This design comes from an exercise in tuning for small area on the open sky130 flow, not from production work. Only simulation tests tie the RTL to the original design; equivalence was not proved. Power figures rest on the tool's default switching activity, not on a simulated workload.

the previous run:
## iobus
module iobus(
	input clk_sys,
	input rst,
	input rxd,
	output txd,
	output zg,
	input zw,
	input rcl,
	output dpa,
	input rs,
	input rf,
	input rok,
	input rpe,
	input rqb,
	input rpn,
	input [0:3] rnb,
	input [0:15] rad,
	input [0:15] rdt,
	output dw,
	output dr,
	output din,
	output dok,
	output den,
	output dpe,
	output dpn,
	output [0:3] dnb,
	output [0:15] dad,
	output [0:15] ddt,
	input [0:15] w,
	input [0:3] rotary_pos,
	input [0:9] indicators,
	output [0:3] rotary_out,
	output rotary_trig,
	output [0:15] keys,
	output keys_trig,
	output [0:3] fn,
	output fn_v,
	output fn_trig
);
Size in the first run: ~630 cells after synthesis, about 220 flip-flops, about 150 I/O pins.
==> flow/config.mk <==
export PLATFORM = sky130hd
export DESIGN_NAME = iobus
export DESIGN_NICKNAME = iobus
export VERILOG_FILES = /design/flow/design.v
export SDC_FILE = /design/flow/constraint.sdc
export NUM_CORES = 4
export LEC_CHECK = 0
export CAP_MARGIN = 20
export CORE_MARGIN = 2
export CORE_UTILIZATION = 40
export SLEW_MARGIN = 20
export SYNTH_HIERARCHICAL = 1
==> flow/constraint.sdc <==
create_clock -name core_clock -period 10.0 [get_ports {clk_sys}]
set_input_delay 2.0000 -clock core_clock [delete_from_list [all_inputs] [get_ports {clk_sys}]]
set_output_delay 2.0000 -clock core_clock [all_outputs]
set_load 0.01 [all_outputs]
standard.sh (not shown) runs the stock make flow with config.mk's settings and CLKGATE_MAP_FILE= SYNTH_SCRIPT=/design/flow/synth_recipe.tcl, a recipe that flattens the netlist after the stock synthesis.
==> flow/flow/run.sh <==
#!/bin/bash
# The standard layout (the standard.sh, standard synthesis unchanged), with two changes:
# - every input and output port still gets its own buffer, but a buf_1 instead of the
#   larger cell buffer_ports picks by default;
# - clock tree synthesis adds no dummy loads and uses the clustering given below.
# make's full output goes to standard.log in this folder; ORFS keeps its per-step logs
# under orfs/logs.
set -euo pipefail
bash standard.sh \
  BUFFER_PORTS_ARGS="-buffer_cell sky130_fd_sc_hd__buf_1" \
  CTS_ARGS="-sink_clustering_enable -repair_clock_nets -dont_use_dummy_load -sink_clustering_size 8 -sink_clustering_max_diameter 40 -buf_list sky130_fd_sc_hd__clkbuf_4" \
   finish > standard.log 2>&1
No stage failed in the previous run, and the final checks on the layout all came back clean.
Relative to the previous run, the following input files were edited for the current run:
-- flow/flow/run.sh --
<<< the previous run, line 10
  BUFFER_PORTS_ARGS="-buffer_cell sky130_fd_sc_hd__buf_1" \
  CTS_ARGS="-sink_clustering_enable -repair_clock_nets -dont_use_dummy_load -sink_clustering_size 8 -sink_clustering_max_diameter 40 -buf_list sky130_fd_sc_hd__clkbuf_4" \
   finish > standard.log 2>&1
>>> the current run, line 10
  BUFFER_PORTS_ARGS="-buffer_cell sky130_fd_sc_hd__buf_1" \
  CTS_ARGS="-sink_clustering_enable -repair_clock_nets -dont_use_dummy_load -sink_clustering_size 10 -sink_clustering_max_diameter 50 -buf_list sky130_fd_sc_hd__clkbuf_4" \
   finish > standard.log 2>&1
Notes after the runs:
- Compared with the previous run, the current run shows a clock skew that is 36 ps lower.
- Taking the previous run as the reference, in the current run share of cells above drive strength 1 down 0.78 points; total chip power down 2.2%.
- [compare] base=the previous run new=the current run: final critical delay including setup and external delays fell by 7.0 ps; utilization after layout fell by 0.23 points.

========
== run 1 ==
Another version of the RTL of iobus (not shown whole).
For scale: about 820 cells after synthesis.
// iobus
module iobus(
	input clk_sys,
	input rst,
	input rxd,
	output txd,
	output zg,
	input zw,
	input rcl,
	output dpa,
	input rs,
	input rf,
	input rok,
	input rpe,
	input rqb,
	input rpn,
	input [0:3] rnb,
	input [0:15] rad,
	input [0:15] rdt,
	output dw,
	output dr,
	output din,
	output dok,
	output den,
	output dpe,
	output dpn,
	output [0:3] dnb,
	output [0:15] dad,
	output [0:15] ddt,
	input [0:15] w,
	input [0:3] rotary_pos,
	input [0:9] indicators,
	output [0:3] rotary_out,
	output rotary_trig,
	output [0:15] keys,
	output keys_trig,
	output [0:3] fn,
	output fn_v,
	output fn_trig
);
==> flow/config.mk <==
export PLATFORM = sky130hd
export DESIGN_NAME = iobus
export DESIGN_NICKNAME = iobus
export VERILOG_FILES = /design/flow/design.v
export SDC_FILE = /design/flow/constraint.sdc
export NUM_CORES = 4
export LEC_CHECK = 0
export CAP_MARGIN = 20
export CORE_MARGIN = 2
export CORE_UTILIZATION = 40
export CTS_BUF_LIST = sky130_fd_sc_hd__clkbuf_16
export CTS_CLUSTER_DIAMETER = 80
export CTS_CLUSTER_SIZE = 30
export SLEW_MARGIN = 20
==> flow/constraint.sdc <==
create_clock -name core_clock -period 10.0 [get_ports {clk_sys}]
set_input_delay 2.0000 -clock core_clock [delete_from_list [all_inputs] [get_ports {clk_sys}]]
set_output_delay 2.0000 -clock core_clock [all_outputs]
set_load 0.01 [all_outputs]
run.sh (not shown) runs the stock make flow with config.mk's settings and CLKGATE_MAP_FILE= SYNTH_SCRIPT=/design/flow/synth_recipe.tcl, a recipe that flattens the netlist after the stock synthesis.
Stock flow here: none of the scripts above is used.
> inputs changed (run 1 -> run 2)
- clearing CTS_CLUSTER_DIAMETER, which used to be 80
- clearing CTS_BUF_LIST, which used to be sky130_fd_sc_hd__clkbuf_16
- clearing CTS_CLUSTER_SIZE, which used to be 30
==> comparison <==
- Run 2 completed every stage of the flow, and the final layout passed the timing, design-rule and antenna checks.
- [run 2 vs run 1] number of vias per cell after detailed routing: lower in run 2
- Compared to run 1, run 2 shows a wider setup margin.
- The higher layout overhead on the synthesized area came out of run 2.
- Final period demand of the worst path: run 2 better than run 1
## Diff of input files: run 3 against run 2
==> flow/flow/run.sh (new file) <==
#!/bin/bash
# Standard layout, with smaller port buffers and no CTS dummy loads.
set -e
cp standard.sh flow/standard.sh.copy 2>/dev/null || true
export BUFFER_PORTS_ARGS="-buffer_cell sky130_fd_sc_hd__buf_1"
bash standard.sh > standard.log 2>&1
==> flow/flow/standard.sh.copy (new file) <==
#!/bin/bash
# The standard flow's own layout of this design, on the ORFS make targets given (by default finish). After
# finish it leaves the final layout's DEF at /design/flow/out/final.def.
set -euo pipefail
make -C /OpenROAD-flow-scripts/flow DESIGN_CONFIG=/design/flow/config.mk WORK_HOME=/design/flow/orfs CLKGATE_MAP_FILE= SYNTH_SCRIPT=/design/flow/synth_recipe.tcl CAP_MARGIN=20 CORE_MARGIN=2 CORE_UTILIZATION=40 SLEW_MARGIN=20 "${@:-finish}"
if [[ -f /design/flow/orfs/results/sky130hd/iobus/base/6_final.odb ]]; then
  : # left out here: write the final layout as DEF
fi
==> flow/standard.sh (new file) <==
#!/bin/bash
# synth_recipe.tcl (not shown) runs the flow's synth.tcl, then flattens the netlist and writes it again
# the make line also repeats each setting of config.mk as NAME=value (left out here)
make -C /OpenROAD-flow-scripts/flow DESIGN_CONFIG=/design/flow/config.mk WORK_HOME=/design/flow/orfs CLKGATE_MAP_FILE= SYNTH_SCRIPT=/design/flow/synth_recipe.tcl "${@:-finish}"
removed: flow/run.sh
Notes after the runs:
Setup slack in run 3 is larger than in run 2. Comparing run 3 and run 2, met2 routing resource usage after global routing is lower on run 3. Relative to run 2, the routed wire length measured on run 3 has decreased by a few percent. Relative to run 2, run 3 improves post-route standard cell area excluding fillers. [run 3] clock period minus final worst setup slack fell 660 ps relative to run 2. Diff run 2 -> run 3 | power spent charging and discharging nets | up slightly. Per the comparison of run 3 with run 2, area added between synthesis and finish saw a decrease, share of the clock period used by the worst path saw a decrease.
For run 4, these inputs were changed with respect to run 3:
- CTS_CLUSTER_SIZE newly set to 16
- CTS_BUF_LIST newly set to sky130_fd_sc_hd__clkbuf_8
- CTS_CLUSTER_DIAMETER newly set to 60
==> flow/run.sh (new file) <==
#!/bin/bash
# synth_recipe.tcl (not shown) runs the flow's synth.tcl, then flattens the netlist and writes it again
# the make line also repeats each setting of config.mk as NAME=value (left out here)
make -C /OpenROAD-flow-scripts/flow DESIGN_CONFIG=/design/flow/config.mk WORK_HOME=/design/flow/orfs CLKGATE_MAP_FILE= SYNTH_SCRIPT=/design/flow/synth_recipe.tcl finish
removed: flow/flow/run.sh
removed: flow/flow/standard.sh.copy
removed: flow/standard.sh
### Flow results
Via count, run 4 and run 3: higher on run 3. Diff run 3 -> run 4: clock-buffer cell count decreased 10; global routing met2 resource utilization increased 1.8 points; hold slack decreased 12 ps; non-filler instance count after layout decreased about 0.8%; peak clock frequency supported by timing decreased about 10%. Relative to run 3, the static leakage measured on run 4 has increased by a few percent. Sequential share of layout area: run 4 < run 3. Compared to run 3, run 4 shows a narrower setup margin. Looking only at first-pass GRT wire length, and setting everything else aside, the higher value of run 4 and run 3 goes to run 4. When the final numbers for run 4 and run 3 were put side by side, the final cell area excluding filler cells turned out to be smaller in run 3.

========
Setup of P:
Another version of the RTL of iobus (not shown whole).
For scale: about 570 cells after synthesis, roughly 220 flip-flops, roughly 150 I/O pins.
export LEC_CHECK = 0
export CAP_MARGIN = 20
export CORE_MARGIN = 2
export CORE_UTILIZATION = 40
export SLEW_MARGIN = 20
create_clock -name core_clock -period 10.0 [get_ports {clk_sys}]
standard.sh (not shown) runs the stock make flow with config.mk's settings and CLKGATE_MAP_FILE= SYNTH_SCRIPT=/design/flow/synth_recipe.tcl, a recipe that flattens the netlist after the stock synthesis.
==> flow/flow/run.sh <==
#!/bin/bash
# The standard layout (standard.sh) with these changes:
# - synthesis is ORFS's, run through standard.sh and synth_recipe.tcl (so without the fsm
#   and share passes, then flattened and renamed as standard.sh does), but ABC maps the
#   combinational logic with an area-oriented script: each flow/abc_*.script is tried in
#   place of ORFS's abc_speed.script, and the one giving the smallest synthesized area is
#   kept (ORFS's own script is the fallback if none of them completes). These syntheses
#   also leave adders to ABC instead of mapping them to the platform's adder cells first
#   (ADDER_MAP_FILE empty). Flip-flops are mapped before either step, so the registers,
#   their names and cell types are those of the standard synthesis;
# - every input and output port still gets its own buffer, but a buf_1 instead of the
#   larger cell buffer_ports picks by default;
# - clock tree synthesis adds no dummy loads and uses the clustering given below;
# - the platform's don't-use list is extended with the largest buffers, so that repairs
#   of high-fanout nets use several small buffers instead (DONT_USE_CELLS below repeats
#   the platform's list and adds these).
# Each make run's full output goes to a log in this folder (synth_*.log for the trial
# syntheses, standard.log for the final run); ORFS keeps its per-step logs under orfs/logs.
set -uo pipefail
here=$(pwd)
dont_use="sky130_fd_sc_hd__probe_p_8 sky130_fd_sc_hd__probec_p_8 sky130_fd_sc_hd__lpflow_bleeder_1 sky130_fd_sc_hd__lpflow_clkbufkapwr_1 sky130_fd_sc_hd__lpflow_clkbufkapwr_16 sky130_fd_sc_hd__lpflow_clkbufkapwr_2 sky130_fd_sc_hd__lpflow_clkbufkapwr_4 sky130_fd_sc_hd__lpflow_clkbufkapwr_8 sky130_fd_sc_hd__lpflow_clkinvkapwr_1 sky130_fd_sc_hd__lpflow_clkinvkapwr_16 sky130_fd_sc_hd__lpflow_clkinvkapwr_2 sky130_fd_sc_hd__lpflow_clkinvkapwr_4 sky130_fd_sc_hd__lpflow_clkinvkapwr_8 sky130_fd_sc_hd__lpflow_decapkapwr_12 sky130_fd_sc_hd__lpflow_decapkapwr_3 sky130_fd_sc_hd__lpflow_decapkapwr_4 sky130_fd_sc_hd__lpflow_decapkapwr_6 sky130_fd_sc_hd__lpflow_decapkapwr_8 sky130_fd_sc_hd__lpflow_inputiso0n_1 sky130_fd_sc_hd__lpflow_inputiso0p_1 sky130_fd_sc_hd__lpflow_inputiso1n_1 sky130_fd_sc_hd__lpflow_inputiso1p_1 sky130_fd_sc_hd__lpflow_inputisolatch_1 sky130_fd_sc_hd__lpflow_isobufsrc_1 sky130_fd_sc_hd__lpflow_isobufsrc_16 sky130_fd_sc_hd__lpflow_isobufsrc_2 sky130_fd_sc_hd__lpflow_isobufsrc_4 sky130_fd_sc_hd__lpflow_isobufsrc_8 sky130_fd_sc_hd__lpflow_isobufsrckapwr_16 sky130_fd_sc_hd__lpflow_lsbuf_lh_hl_isowell_tap_1 sky130_fd_sc_hd__lpflow_lsbuf_lh_hl_isowell_tap_2 sky130_fd_sc_hd__lpflow_lsbuf_lh_hl_isowell_tap_4 sky130_fd_sc_hd__lpflow_lsbuf_lh_isowell_4 sky130_fd_sc_hd__lpflow_lsbuf_lh_isowell_tap_1 sky130_fd_sc_hd__lpflow_lsbuf_lh_isowell_tap_2 sky130_fd_sc_hd__lpflow_lsbuf_lh_isowell_tap_4 sky130_fd_sc_hd__buf_6 sky130_fd_sc_hd__buf_8 sky130_fd_sc_hd__buf_12 sky130_fd_sc_hd__buf_16 sky130_fd_sc_hd__bufbuf_8 sky130_fd_sc_hd__bufbuf_16 sky130_fd_sc_hd__clkbuf_8 sky130_fd_sc_hd__clkbuf_16"
stat="$here/orfs/reports/sky130hd/iobus/base/synth_stat.txt"
best=""
best_area=""
for f in "$here"/flow/abc_*.script; do
  name=$(basename "$f" .script)
  dir="$here/scripts_$name"
  rm -rf "$dir" "$here/orfs"
  cp -r "$FLOW_HOME/scripts" "$dir"
  cp "$f" "$dir/abc_speed.script"
  if bash standard.sh SCRIPTS_DIR="$dir" ADDER_MAP_FILE= DONT_USE_CELLS="$dont_use" synth > "$here/synth_$name.log" 2>&1 && [[ -f "$stat" ]]; then
    area=$(awk '/Chip area for/ {print $NF}' "$stat" | head -1)
    echo "$name: $area" >> "$here/synth_areas.log"
    if [[ -z "$best" ]] || awk -v a="$area" -v b="$best_area" 'BEGIN {exit !(a < b)}'; then
      best="$dir"
      best_area="$area"
    fi
  else
    echo "$name: failed" >> "$here/synth_areas.log"
  fi
done
rm -rf "$here/orfs"
args=()
if [[ -n "$best" ]]; then
  args+=(SCRIPTS_DIR="$best" ADDER_MAP_FILE=)
fi
echo "chosen: ${best:-ORFS default}" >> "$here/synth_areas.log"
set -e
bash standard.sh ${args[@]+"${args[@]}"} DONT_USE_CELLS="$dont_use" \
  BUFFER_PORTS_ARGS="-buffer_cell sky130_fd_sc_hd__buf_1" \
  CTS_ARGS="-sink_clustering_enable -repair_clock_nets -dont_use_dummy_load -sink_clustering_size 11 -sink_clustering_max_diameter 50 -buf_list sky130_fd_sc_hd__clkbuf_4" \
  finish > "$here/standard.log" 2>&1
Other scripts of this flow, unchanged in this note and not shown: flow/flow/abc_s10.script, flow/flow/abc_t3.script, flow/flow/abc_t4.script, flow/flow/abc_t5.script
Edits applied to the flow inputs when going from P to Q:
diff --git a/flow/flow/run.sh b/flow/flow/run.sh
--- a/flow/flow/run.sh
+++ b/flow/flow/run.sh
@@ -51 +51 @@
-  CTS_ARGS="-sink_clustering_enable -repair_clock_nets -dont_use_dummy_load -sink_clustering_size 11 -sink_clustering_max_diameter 50 -buf_list sky130_fd_sc_hd__clkbuf_4" \
+  CTS_ARGS="-sink_clustering_enable -repair_clock_nets -dont_use_dummy_load -sink_clustering_size 10 -sink_clustering_max_diameter 50 -buf_list sky130_fd_sc_hd__clkbuf_4" \
Notes after the runs:
Between P and Q, detailed router's first-iteration violation count is lower for P, Q comes in above that. Any difference in data arrival time at the worst-slack endpoint between P and Q is small enough to ignore. Comparing P with Q, the wire length per cell after detailed routing came out essentially unchanged.
--- input diff Q..R ---
diff --git a/flow/flow/run.sh b/flow/flow/run.sh
--- a/flow/flow/run.sh
+++ b/flow/flow/run.sh
@@ -51 +51 @@
-  CTS_ARGS="-sink_clustering_enable -repair_clock_nets -dont_use_dummy_load -sink_clustering_size 10 -sink_clustering_max_diameter 50 -buf_list sky130_fd_sc_hd__clkbuf_4" \
+  CTS_ARGS="-sink_clustering_enable -repair_clock_nets -dont_use_dummy_load -sink_clustering_size 10 -sink_clustering_max_diameter 90 -buf_list sky130_fd_sc_hd__clkbuf_4" \
Findings:
- R vs Q — clock network area share dropped 0.16 points.
- Delta(setup slack after layout, R - Q) < 0
- [compare] base=Q new=R: cell area held, switching power as a share of total power held.
- | final net count | Q vs R | ≈ equal |
- Diff Q -> R: number of buffers and inverters on the critical path essentially unchanged, area added between synthesis and finish shrank by 0.22 points, global-route usage closely matched the old numbers, number of buffers created by CTS fell about 7%.
The inputs of S differ from those of R as listed below.
diff --git a/flow/flow/run.sh b/flow/flow/run.sh
--- a/flow/flow/run.sh
+++ b/flow/flow/run.sh
@@ -51 +51 @@
-  CTS_ARGS="-sink_clustering_enable -repair_clock_nets -dont_use_dummy_load -sink_clustering_size 10 -sink_clustering_max_diameter 90 -buf_list sky130_fd_sc_hd__clkbuf_4" \
+  CTS_ARGS="-sink_clustering_enable -repair_clock_nets -dont_use_dummy_load -sink_clustering_size 10 -sink_clustering_max_diameter 70 -buf_list sky130_fd_sc_hd__clkbuf_4" \
--- outcome ---
Compared with R, in S power flat; via count flat; final worst-path cycle share flat.
Taking R as the reference, in S wire length comparable, total negative setup slack comparable, global routing met1 resource utilization comparable, count of unresolved DRC violations after routing comparable, post-route worst hold slack comparable.
[inputs] T vs S
diff --git a/flow/flow/run.sh b/flow/flow/run.sh
--- a/flow/flow/run.sh
+++ b/flow/flow/run.sh
@@ -51 +51 @@
-  CTS_ARGS="-sink_clustering_enable -repair_clock_nets -dont_use_dummy_load -sink_clustering_size 10 -sink_clustering_max_diameter 70 -buf_list sky130_fd_sc_hd__clkbuf_4" \
+  CTS_ARGS="-sink_clustering_enable -repair_clock_nets -dont_use_dummy_load -sink_clustering_size 11 -sink_clustering_max_diameter 70 -buf_list sky130_fd_sc_hd__clkbuf_4" \
Findings:
- T consumes less power than S does.
- Sequential power share in T is 0.3 points higher than in S
- Taking S as the reference point, the count of clock-buffer cells in the layout of T falls by 2.
- Re layout overhead on the synthesized area: T and S aren't equal, and the lower value belongs to T.
- Fraction of power consumed by combinational cells: T vs S up 0.2 points
- [compare] base=S new=T: overall track demand over capacity in global routing comparable; final worst-path setup slack now sits higher.

-- separate check: timing with driven ports --
The results above use ideal ports. As a check the final layouts listed here were re-extracted and re-timed, cells and wires unchanged. Step 1 assumes that a clkbuf_16 drives the clock port and a buf_2 every other input. Step 2 times the ports against the registers' clock, not the clock port: input delays grow and output delays shrink by t, the midpoint of the rising clock arrivals with the driver on. a / b / c = ideal / step 1 / step 2; a / b = the first two.
| run | t, ns | setup slack, ns | hold WS [ns] | worst setup path at the end | worst register clock-pin slew, ns |
|---|---|---|---|---|---|
| the previous run | 0.617 | 4.672 / 4.649 / 4.649 | 0.429 / 0.429 / 0.429 | input to output | 0.09 / 0.09 |
| the current run | 0.662 | 4.679 / 4.642 / 4.656 | 0.430 / 0.430 / 0.430 | input to output | 0.11 / 0.11 |
| run 1 | 0.516 | 3.449 / 3.420 / 3.420 | 0.442 / 0.442 / 0.442 | input to output | 0.12 / 0.12 |
| run 2 | 0.570 | 3.454 / 3.425 / 3.425 | 0.435 / 0.435 / 0.435 | input to output | 0.06 / 0.06 |
| run 3 | 0.556 | 4.118 / 4.091 / 4.091 | 0.432 / 0.432 / 0.432 | input to output | 0.06 / 0.06 |
| run 4 | 0.575 | 3.453 / 3.421 / 3.421 | 0.420 / 0.420 / 0.420 | input to output | 0.11 / 0.11 |
| P | 0.654 | 4.457 / 4.420 / 4.444 | 0.425 / 0.425 / 0.425 | input to output | 0.11 / 0.11 |
| Q | 0.660 | 4.446 / 4.421 / 4.421 | 0.432 / 0.432 / 0.432 | input to output | 0.11 / 0.11 |
| R | 0.659 | 4.427 / 4.404 / 4.404 | 0.419 / 0.419 / 0.419 | input to output | 0.11 / 0.11 |
| S | 0.659 | 4.427 / 4.404 / 4.404 | 0.419 / 0.419 / 0.419 | input to output | 0.11 / 0.11 |
| T | 0.655 | 4.461 / 4.431 / 4.437 | 0.424 / 0.424 / 0.424 | input to output | 0.12 / 0.12 |
After both steps every run listed still meets setup and hold. The setup slack of run 4, which loses most, moves by -0.032 ns with the drivers and by -0.032 ns with both steps.
